Source: an optimization exercise on an open RTL-to-GDS flow (aim: small area). Production flows keep margins and buffers that such runs may drop. No functional check of the RTL was part of any run shown here. Power is estimated from default activity; no workload was simulated.

===== design/flow/constraint.sdc =====
create_clock -name core_clock -period 5.0 [get_ports {clk}]
set_input_delay 1.0000 -clock core_clock [delete_from_list [all_inputs] [get_ports {clk}]]
set_output_delay 1.0000 -clock core_clock [all_outputs]
set_load 0.01 [all_outputs]

===== design/flow/config.mk =====
export PLATFORM = sky130hd
export DESIGN_NAME = cross_bar_top
export DESIGN_NICKNAME = cross_bar_top
export VERILOG_FILES = /design/flow/design.v
export SDC_FILE = /design/flow/constraint.sdc
export NUM_CORES = 4
export LEC_CHECK = 0
export CAP_MARGIN = 20
export CORE_AREA = 6 6 294 294
export DIE_AREA = 0 0 300 300
export SLEW_MARGIN = 20
export SYNTH_HIERARCHICAL = 1

===== design/flow/run.sh =====
#!/bin/bash
# synth_recipe.tcl (not shown) runs the flow's synth.tcl, then flattens the netlist and writes it again
# the make line also repeats each setting of config.mk as NAME=value (left out here)
make -C /OpenROAD-flow-scripts/flow DESIGN_CONFIG=/design/flow/config.mk WORK_HOME=/design/flow/orfs CLKGATE_MAP_FILE= SYNTH_SCRIPT=/design/flow/synth_recipe.tcl finish

===== design/flow/design.v =====
module cross_bar_rr_arbiter
#(
    parameter SLAVE = 0                     
)
(
    input  wire [3:0] master_req,           
    input  wire [7:0] master_sel,           
    input  wire [3:0] preq_v,               
    input  wire [7:0] preq_s,
    input  wire       roll,
    input  wire [3:0] grant,
    input  wire [2:0] nptr,                 
    output wire       roll_early,
    output wire [3:0] grant_next,
    output wire [2:0] nptr_next
);
wire [3:0] req;
wire [3:0] preq;
genvar j;
generate
  for (j = 0; j < 4; j = j + 1) begin: req_gen
      assign req[j]  = master_req[j] & (master_sel[2 * j +: 2] == SLAVE);
      assign preq[j] = preq_v[j]     & (preq_s[2 * j +: 2]     == SLAVE);
  end
endgenerate
assign roll_early = (|(preq & ~req)) | (~(|preq) & (|req));
wire       update_ptr = |grant;
assign nptr_next[0] = update_ptr ? ~grant[3]                        : nptr[0];
assign nptr_next[1] = update_ptr ? ~(grant[3] | grant[0])           : nptr[1];
assign nptr_next[2] = update_ptr ? ~(grant[3] | grant[0] | grant[1]) : nptr[2];
wire [3:0] mask_req   = req & {1'b1, ~nptr};
wire [3:0] sel_req    = (|mask_req) ? mask_req : req;
wire [3:0] grant_comb = sel_req & ~(sel_req - 1'b1);
assign grant_next = roll ? (grant_comb & ~grant) : grant;
endmodule
module cross_bar_master
#(
    parameter SLAVE_N = 4,
    parameter DATA_W  = 32
)
(
    output wire                           master_ack,
    output wire [DATA_W - 1: 0]           master_rdata,
    input  wire [SLAVE_N - 1: 0]          slave_ack,
    input  wire [SLAVE_N * DATA_W - 1: 0] slave_rdata,
    input  wire [SLAVE_N - 1: 0]          sgrant
);
cross_bar_ao4 #(.W(1 + DATA_W)) mux (
                              .sel (sgrant),
                              .in0 ({slave_ack[0], slave_rdata[0 * DATA_W +: DATA_W]}),
                              .in1 ({slave_ack[1], slave_rdata[1 * DATA_W +: DATA_W]}),
                              .in2 ({slave_ack[2], slave_rdata[2 * DATA_W +: DATA_W]}),
                              .in3 ({slave_ack[3], slave_rdata[3 * DATA_W +: DATA_W]}),
                              .out ({master_ack, master_rdata})
                           );
endmodule
module cross_bar_ao4
#(
    parameter W = 1
)
(
    input  wire [3:0]     sel,
    input  wire [W - 1:0] in0,
    input  wire [W - 1:0] in1,
    input  wire [W - 1:0] in2,
    input  wire [W - 1:0] in3,
    output wire [W - 1:0] out
);
genvar b;
generate
  for (b = 0; b < W; b = b + 1) begin: bit_gen
      wire n012;
      wire n3;
      cross_bar_aoi222 g012 (.a0(sel[0]), .b0(in0[b]), .a1(sel[1]), .b1(in1[b]), .a2(sel[2]), .b2(in2[b]), .y(n012));
      cross_bar_nand2  g3   (.a(sel[3]), .b(in3[b]), .y(n3));
      cross_bar_nand2  gout (.a(n012),   .b(n3),     .y(out[b]));
  end
endgenerate
endmodule
module cross_bar_aoi222
(
    input  wire a0, b0, a1, b1, a2, b2,
    output wire y
);
assign y = ~((a0 & b0) | (a1 & b1) | (a2 & b2));
endmodule
module cross_bar_nand2
(
    input  wire a, b,
    output wire y
);
assign y = ~(a & b);
endmodule
module cross_bar_slave
#(
    parameter MASTER_N = 4,
    parameter ADDR_W   = 32,
    parameter DATA_W   = 32
)
(
    input  wire [MASTER_N - 1: 0]           grant,
    input  wire [MASTER_N - 1: 0]           master_req,
    input  wire [MASTER_N * ADDR_W - 1: 0]  master_addr,
    input  wire [MASTER_N - 1: 0]           master_cmd,
    input  wire [MASTER_N * DATA_W - 1: 0]  master_wdata,
    output wire                             slave_req,
    output wire [ADDR_W - 1: 0]             slave_addr,
    output wire                             slave_cmd,
    output wire [DATA_W - 1: 0]             slave_wdata
);
localparam W = 2 + ADDR_W + DATA_W;
wire [W - 1: 0] in0 = {master_req[0], master_cmd[0], master_addr[0 * ADDR_W +: ADDR_W], master_wdata[0 * DATA_W +: DATA_W]};
wire [W - 1: 0] in1 = {master_req[1], master_cmd[1], master_addr[1 * ADDR_W +: ADDR_W], master_wdata[1 * DATA_W +: DATA_W]};
wire [W - 1: 0] in2 = {master_req[2], master_cmd[2], master_addr[2 * ADDR_W +: ADDR_W], master_wdata[2 * DATA_W +: DATA_W]};
wire [W - 1: 0] in3 = {master_req[3], master_cmd[3], master_addr[3 * ADDR_W +: ADDR_W], master_wdata[3 * DATA_W +: DATA_W]};
cross_bar_ao4 #(.W(W)) mux (
                              .sel (grant),
                              .in0 (in0),
                              .in1 (in1),
                              .in2 (in2),
                              .in3 (in3),
                              .out ({slave_req, slave_cmd, slave_addr, slave_wdata})
                           );
endmodule
module cross_bar_top
(
    input  wire           clk,
    input  wire           aresetn,
    input  wire [3:0]     master_req,
    input  wire [127:0]   master_addr,
    input  wire [3:0]     master_cmd,
    input  wire [127:0]   master_wdata,
    output wire [3:0]     master_ack,
    output wire [127:0]   master_rdata,
    output wire [3:0]     slave_req,
    output wire [127:0]   slave_addr,
    output wire [3:0]     slave_cmd,
    output wire [127:0]   slave_wdata,
    input  wire [3:0]     slave_ack,
    input  wire [127:0]   slave_rdata
);
localparam MASTER_N = 4;
localparam SLAVE_N  = 4;
localparam ADDR_W   = 32;
localparam DATA_W   = 32;
reg [MASTER_N - 1: 0]     preq_v;
reg [2 * MASTER_N - 1: 0] preq_s;
integer m;
always @(posedge clk or negedge aresetn)
  if (!aresetn)
  begin
      preq_v <= {MASTER_N{1'b0}};
      preq_s <= {2 * MASTER_N{1'b0}};
  end
  else
  begin
      preq_v <= master_req;
      for (m = 0; m < MASTER_N; m = m + 1)
          preq_s[2 * m +: 2] <= master_addr[m * ADDR_W + ADDR_W - 1 -: 2];
  end
reg  [SLAVE_N - 1: 0]            roll_d1;
reg  [SLAVE_N - 1: 0]            roll;
reg  [SLAVE_N * MASTER_N - 1: 0] grant;              
reg  [SLAVE_N * 3 - 1: 0]        nptr;               
wire [SLAVE_N - 1: 0]            roll_early;
wire [SLAVE_N * MASTER_N - 1: 0] grant_next;
wire [SLAVE_N * 3 - 1: 0]        nptr_next;
genvar i;
generate
  for (i = 0; i < SLAVE_N; i = i + 1) begin: arbiter_gen
      cross_bar_rr_arbiter #(.SLAVE(i)) arbiter (
                              .master_req (master_req),
                              .master_sel ({master_addr[3 * ADDR_W + ADDR_W - 1 -: 2],
                                            master_addr[2 * ADDR_W + ADDR_W - 1 -: 2],
                                            master_addr[1 * ADDR_W + ADDR_W - 1 -: 2],
                                            master_addr[0 * ADDR_W + ADDR_W - 1 -: 2]}),
                              .preq_v     (preq_v),
                              .preq_s     (preq_s),
                              .roll       (roll[i]),
                              .grant      (grant[i * MASTER_N +: MASTER_N]),
                              .nptr       (nptr[i * 3 +: 3]),
                              .roll_early (roll_early[i]),
                              .grant_next (grant_next[i * MASTER_N +: MASTER_N]),
                              .nptr_next  (nptr_next[i * 3 +: 3])
                             );
  end
endgenerate
always @(posedge clk or negedge aresetn)
  if (!aresetn)
  begin
      roll_d1 <= {SLAVE_N{1'b0}};
      roll    <= {SLAVE_N{1'b0}};
      grant   <= {SLAVE_N * MASTER_N{1'b0}};
      nptr    <= {SLAVE_N * 3{1'b0}};
  end
  else
  begin
      roll_d1 <= roll_early;
      roll    <= roll_d1;
      grant   <= grant_next;
      nptr    <= nptr_next;
  end
generate
  for (i = 0; i < SLAVE_N; i = i + 1) begin: slave_instance_gen
      cross_bar_slave #(.MASTER_N(MASTER_N), .ADDR_W(ADDR_W), .DATA_W(DATA_W)) slv (
                              .grant        (grant[i * MASTER_N +: MASTER_N]),
                              .master_req   (master_req),
                              .master_addr  (master_addr),
                              .master_cmd   (master_cmd),
                              .master_wdata (master_wdata),
                              .slave_req    (slave_req[i]),
                              .slave_addr   (slave_addr[i * ADDR_W +: ADDR_W]),
                              .slave_cmd    (slave_cmd[i]),
                              .slave_wdata  (slave_wdata[i * DATA_W +: DATA_W])
                           );
  end
endgenerate
generate
  for (i = 0; i < MASTER_N; i = i + 1) begin: master_instance_gen
      cross_bar_master #(.SLAVE_N(SLAVE_N), .DATA_W(DATA_W)) mst (
                              .master_ack   (master_ack[i]),
                              .master_rdata (master_rdata[i * DATA_W +: DATA_W]),
                              .slave_ack    (slave_ack),
                              .slave_rdata  (slave_rdata),
                              .sgrant       ({grant[3 * MASTER_N + i], grant[2 * MASTER_N + i],
                                              grant[1 * MASTER_N + i], grant[0 * MASTER_N + i]})
                           );
  end
endgenerate
endmodule

==> run_results.csv, run 1 <==
group,metric,value,unit
status,run_status,"timing/DRC/antenna clean",
pwr,power.switching,2380,uW
grt,use_met3,8.38,%
route,drc_errors,0,
floorplan,core.rowCount,105,
placed_design,post-place-cells,3314,
synthesis,synth_enable_flop_cells,0,
route,vias,18300,
timing,setup_tns,0,ps
min_path,worstHoldPathType,"reg2reg",
route,wirelength,98400,um
floorplan,die_width,300,um
floorplan,full_die_area,90000,um^2
cts,clk_pin_slew,60,ps
timing,timing.final.max_slew_violations,0,
min_path,timing.hold.worst_endpoint,"roll[2]$_DFF_PN0_",
floorplan,initial_utilization,11.3,%
placed_design,detailed_place_hpwl,74000,um
synthesis,postSynth.asyncResetShare,100,%
cts,clock-sinks,48,
route,detailedRoute.firstIterationViolations,4091,
grt,met1_usage,24.8,%
pwr,vdd_drop_max,0.138,mV
final_layout,layout_commonest_cell,"sky130_fd_sc_hd__nand2_1",
grt,groute.usage.overall,19.6,%
floorplan,die_y,300,um
grt,top_usage_layer,"met2",
worst_setup_path,reg2reg_depth,4,
placed_design,routabilityCongestion,0.965,
pwr,p_per_area,261,nW/um^2
worst_setup_path,critical_path_peak_fanout,4,
timing,setup_viol_count_final,0,
worst_setup_path,critical_path.startpoint_type,"input port",
flow_run,maxCapViolations,0,
pwr,combinationalPowerShare,76.0,%
grt,grt_start_max_net_pins,59,
floorplan,boundaryPins,794,
grt,first_global_vias,17000,
synthesis,synth_ff_type,"sky130_fd_sc_hd__dfrtp_1",
timing,max_slew.worst_pin.slew,1000,ps
final_layout,layout.cells.non_filler,3331,
worst_setup_path,regToRegSetupSlack,3190,ps
final_layout,layout.filler_cells,9014,
worst_setup_path,critical_path_class,"in2out",
cts,cts.hold.buffers_added,0,
grt,number_of_antenna_violations_at_the_first_check_in_global_routing,25,
route,antenna_left,0,
placed_design,port_buffers,793,
synthesis,mappedNetlistArea,9250,um^2
cts,ctsHtreeMaxLevel,2,
timing,grt_setup_unrepaired,"false",
cts,cts-buffers-inserted,5,
cts,cts.path.max_buffers,2,
min_path,hp_start,"roll_d1[2]$_DFF_PN0_",
min_path,min_path_cells,0,
pwr,power_report.internal_total,2650,uW
grt,gr-usage-met2,31.0,%
cts,clockRootBuffer,"sky130_fd_sc_hd__clkbuf_16",
floorplan,core-area,82100,um^2
final_layout,final_stage_net_count,2649,
pwr,sequentialPowerShare,15.5,%
synthesis,synth-seq-cells,48,
pwr,power.clock.fraction,8.5,%
route,avgViaCountPerCell,5.50,
timing,final_period_minus_worst_setup_slack,4050,ps
timing,relSlewSlack,33.2,%
final_layout,post_route_cells_drive_above_1_share,3.91,%
cts,cts_resized,0,
pwr,power.static_leakage,0.00775,uW
final_layout,area_growth_syn_to_layout,108,%
worst_setup_path,critPathCaptureType,"primary output",
grt,grt_first_pass_wirelength,133000,um
synthesis,syn-instance-count,1408,
synthesis,mapped_avg_cell_area,6.57,um^2
route,wire_per_inst,29.5,um
synthesis,number_of_different_library_cells_in_the_post_synthesis_netlist,41,
worst_setup_path,worstPathRequired,4000,ps
timing,final_min_period_over_clock_period,81.0,%
final_layout,layout_common_cells,"sky130_fd_sc_hd__nand2_1 (806), sky130_fd_sc_hd__clkdlybuf4s50_1 (792), sky130_fd_sc_hd__a222oi_1 (396)",
synthesis,synth.yosys.warnings,7,
worst_setup_path,worstPathArrival,3050,ps
cts,post_cts_buffers,0,
timing,max_freq,0.247,GHz
worst_setup_path,reg2reg_from,"grant[4]$_DFF_PN0_",
synthesis,synth.net_count,1806,
cts,insertion_delay,290,ps
timing,hold_viol_final,0,
pwr,power_switching_share,47.3,%
cts,cts_tree,"built",
route,drt_first_pass_iters,15,
grt,overflow,0,
timing,hold_slack,352,ps
synthesis,synth_seq_area_share,13.0,%
worst_setup_path,r2r-end,"grant[4]$_DFF_PN0_",
timing,skew,8.42,ps
==> layer usage <==
metal / up-vias / share of wire, %
met3: 200 / 15
met2: 1601 / 44
met1: 8800 / 38
li1: 7700 / -
met5: - / 0.12
met4: 18 / 3.0
==> cells in the mapped netlist, types with 5 or more instances <==
cell type                    n  area share [%]
sky130_fd_sc_hd__a222oi_1  396              43
sky130_fd_sc_hd__nand3_1     5            0.27
sky130_fd_sc_hd__inv_1       9            0.37
sky130_fd_sc_hd__a21oi_1    10            0.54
sky130_fd_sc_hd__o21ai_0    10            0.54
sky130_fd_sc_hd__nor3_1     18            0.97
sky130_fd_sc_hd__and3_1      5            0.34
sky130_fd_sc_hd__dfrtp_1    48              13
sky130_fd_sc_hd__nand2_1   806              33
sky130_fd_sc_hd__nand4_1     5            0.34
sky130_fd_sc_hd__nor4_1      9            0.61
sky130_fd_sc_hd__o21ai_1     6            0.32
sky130_fd_sc_hd__nor2_1     21            0.85
sky130_fd_sc_hd__a22o_1      7            0.66
==> area by class of cell <==
cell class                      instances  area (um^2)  area share, %
Clock inverter                          2         60.1          0.312
Multi-Input combinational cell       1351         8020           41.6
Clock buffer                            6          129          0.668
Timing Repair Buffer                  836         8420           43.7
Tap cell                             1070         1340           6.94
Antenna cell                            9         22.5          0.117
Inverter                                9         33.8          0.175
Sequential cell                        48         1260           6.54
==> power by group through the flow <==
stage                     clock network [uW]  logic [uW]  registers, uW
after floorplan                            0        1230            763
after CTS                                436        3800            772
final                                    429        3820            781
after global routing                     449        4000            790
after global placement                     0        3790            779
after detailed placement                   0        3780            779
==> through the flow <==
| step | total power [uW] | util [%] | setup slack (ps) | instance area [um^2] |
|---|---|---|---|---|
| after detailed placement | 4560 | 23.2 | 954 | 19100 |
| after global placement | 4570 | 23.2 | 963 | 19100 |
| after floorplan | 2000 | - | 1610 | 9250 |
| after CTS | 5010 | 23.5 | 937 | 19300 |
| final | 5030 | 23.5 | 950 | 19300 |
| after global routing | 5240 | 23.5 | 901 | 19300 |
==> worst max-delay path by stage <==
| stage | startpoint | endpoint | slack, ps | depth (start not counted) |
|---|---|---|---|---|
| after CTS | master_addr[21] | slave_addr[21] | 940 | 4 |
| final | master_addr[85] | slave_addr[21] | 950 | 4 |
| after global placement | master_addr[21] | slave_addr[21] | 960 | 4 |
| after floorplan | grant[1]$_DFF_PN0_ | master_ack[1] | 1610 | 2 |
| after global routing | master_addr[21] | slave_addr[21] | 900 | 4 |
| after detailed placement | master_addr[21] | slave_addr[21] | 950 | 4 |
==> sequential cells by signal, summed over array words and instances, names as in the netlist <==
register  flops
preq_v        4
roll          4
nptr         12
roll_d1       4
grant        16
preq_s        8
==> kinds of logic after synthesis <==
logic type	count (synthesis)	share of synthesized area, %
AND/OR/NAND/NOR	900	39.4
AO/OA/AOI/OAI	451	47.2
flip-flops	48	13.0
buffers and inverters	9	0.365
==> per-module statistics from Yosys, one instance, submodules excluded, a selection <==
module	area, um^2	times used
cross_bar_nand2	3.75	792
cross_bar_top	1200	1
cross_bar_aoi222	10.0	396
==> worst max-delay path, cell delays in order <==
cell                              delay (ps)
sky130_fd_sc_hd__clkdlybuf4s50_1         500
sky130_fd_sc_hd__a222oi_1                720
sky130_fd_sc_hd__nand2_1                 250
sky130_fd_sc_hd__clkdlybuf4s50_1         570
==> run 2: changes to the inputs <==
==> design/flow/flow/run.sh (new file) <==
#!/bin/bash
# Standard layout, with every port buffered by the smallest buffer (buf_1) instead of the default
# choice, and pins allowed on every routing track.
set -euo pipefail
export BUFFER_PORTS_ARGS="-buffer_cell sky130_fd_sc_hd__buf_1"
export PLACE_PINS_ARGS="-min_distance 1 -min_distance_in_tracks"
bash standard.sh > standard.log 2>&1
==> design/flow/standard.sh (new file) <==
#!/bin/bash
# synth_recipe.tcl (not shown) runs the flow's synth.tcl, then flattens the netlist and writes it again
# the make line also repeats each setting of config.mk as NAME=value (left out here)
make -C /OpenROAD-flow-scripts/flow DESIGN_CONFIG=/design/flow/config.mk WORK_HOME=/design/flow/orfs CLKGATE_MAP_FILE= SYNTH_SCRIPT=/design/flow/synth_recipe.tcl "${@:-finish}"
--- a/design/flow/config.mk
+++ b/design/flow/config.mk
@@ -6,7 +6,7 @@
 export NUM_CORES = 4
 export LEC_CHECK = 0
 export CAP_MARGIN = 20
-export CORE_AREA = 6 6 294 294
-export DIE_AREA = 0 0 300 300
+export CORE_AREA = 4 4 156 156
+export DIE_AREA = 0 0 160 160
 export SLEW_MARGIN = 20
 export SYNTH_HIERARCHICAL = 1
removed: design/flow/run.sh
==> run 2 against run 1 <==
The flow now stops in 5_1_grt. Synthesized cell count is the same. Synthesized area is the same.
==> run_results.csv, run 2 <==
group,metric,value,unit
cts,cts_resized,0,
synthesis,mappedNetlistArea,9250,um^2
cts,cts.hold.buffers_added,0,
synthesis,yosys.area.top_type_share,42.9,%
grt,grt_first_pass_wirelength,107000,um
placed_design,placed_instance_area,12900,um^2
placed_design,port_buffers,793,
grt,first_global_vias,18500,
grt,grt_start_max_net_pins,86,
cts,ctsHtreeMaxLevel,2,
synthesis,synth_seq_area_share,13.0,%
grt,overflow,4,
status,run_status,"stopped before the end",
synthesis,number_of_different_library_cells_in_the_post_synthesis_netlist,41,
synthesis,synth-seq-cells,48,
floorplan,die_width,160,um
synthesis,postSynth.asyncResetShare,100,%
placed_design,routabilityCongestion,1.18,
status,last-stage-reached,"5_1_grt",
cts,cts.path.max_buffers,2,
synthesis,synth_largest_area_cell,"sky130_fd_sc_hd__a222oi_1",
floorplan,core.rowCount,55,
status,flow.first_error,"[ERROR GRT-0116] Global routing finished with congestion. Check the congestion regions in the DRC Viewer.",
floorplan,die_y,160,um
placed_design,detailed_place_hpwl,47200,um
cts,cts-buffers-inserted,5,
synthesis,synth.area.top_cells,"sky130_fd_sc_hd__a222oi_1 (43%), sky130_fd_sc_hd__nand2_1 (33%), sky130_fd_sc_hd__dfrtp_1 (13%)",
synthesis,synth_enable_flop_cells,0,
synthesis,synth_ff_type,"sky130_fd_sc_hd__dfrtp_1",
cts,post_cts_buffers,0,
synthesis,synth.yosys.warnings,7,
cts,clockRootBuffer,"sky130_fd_sc_hd__clkbuf_16",
cts,clock-sinks,48,
synthesis,synth_most_common_cell,"sky130_fd_sc_hd__nand2_1",
synthesis,synth.cells.most_frequent,"sky130_fd_sc_hd__nand2_1 (806), sky130_fd_sc_hd__a222oi_1 (396), sky130_fd_sc_hd__dfrtp_1 (48)",
synthesis,syn-instance-count,1408,
floorplan,initial_utilization,40.7,%
grt,groute.usage.overall,51.7,%
floorplan,boundaryPins,794,
synthesis,mapped_avg_cell_area,6.57,um^2
synthesis,synth.net_count,1806,
==> run 2: cell counts after synthesis <==
No cell type changed its count.
==> run 2: power by group through the flow <==
stage               logic, uW  registers (uW)  clock network (uW)
floorplan                1230             763                   0
global placement         2380             832                   0
CTS                      2390             827                 434
detailed placement       2380             834                   0
==> run 2: cells by family after synthesis <==
| logic type | synth area share, % |
|---|---|
| flops | 13.0 |
| buf+inv | 0.365 |
| compound gates | 47.2 |
| simple gates | 39.4 |
==> run 2: how the worst max path moves through the flow <==
stage	start	endpoint	slack, ps	cells after the start
3_3_place_gp	grant[12]$_DFF_PN0_	slave_wdata[124]	2030	4
3_5_place_dp	master_req[0]	slave_req[3]	1980	4
4_1_cts	grant[12]$_DFF_PN0_	slave_wdata[124]	1700	4
2_1_floorplan	grant[1]$_DFF_PN0_	master_ack[1]	1610	2
==> run 2: per-layer routing <==
metal	GRT usage [%]	overflow
met5	2.84	0
met4	40.8	2
met3	26.5	0
met2	74.8	2
met1	56.6	0
==> run 2: modules after synthesis, one instance, submodules excluded, a selection <==
module | cells inside | times used | cell area [um^2]
cross_bar_top | 48 | 1 | 1200
cross_bar_aoi222 | 1 | 396 | 10.0
cross_bar_nand2 | 1 | 792 | 3.75
==> run 2: stage by stage <==
step	cells	worst slack [ps]	utilization [%]
3_5_place_dp	2514	1980	56.8
3_3_place_gp	2514	2030	56.8
2_1_floorplan	1408	1610	-
4_1_cts	2522	1700	57.6

==> separate check: timing with driven ports <==
The results above use ideal ports. As a check the final layout listed here was re-extracted and re-timed, cells and wires unchanged.
Step 1 sets driving cells, clkbuf_16 on the clock port and buf_2 on the other inputs (assumed; they add their load-dependent delay and slew).
Step 2, shift: input delay + t, output delay - t, t = (earliest + latest rising clock arrival at the registers) / 2. This alone moves slack from input paths to output paths.
Three values: ideal, step 1, step 2; two values: the first two.
run: run 1
shift t [ns]: 0.328
setup WS [ns]: 0.950 / 0.911 / 0.911
worst setup path at the end: input to output
worst register clock-pin slew, ns: 0.07 / 0.07
After both steps setup and hold are still met in run 1. For run 1, drivers alone change the setup slack by -0.039 ns; drivers and shift together by -0.039 ns.
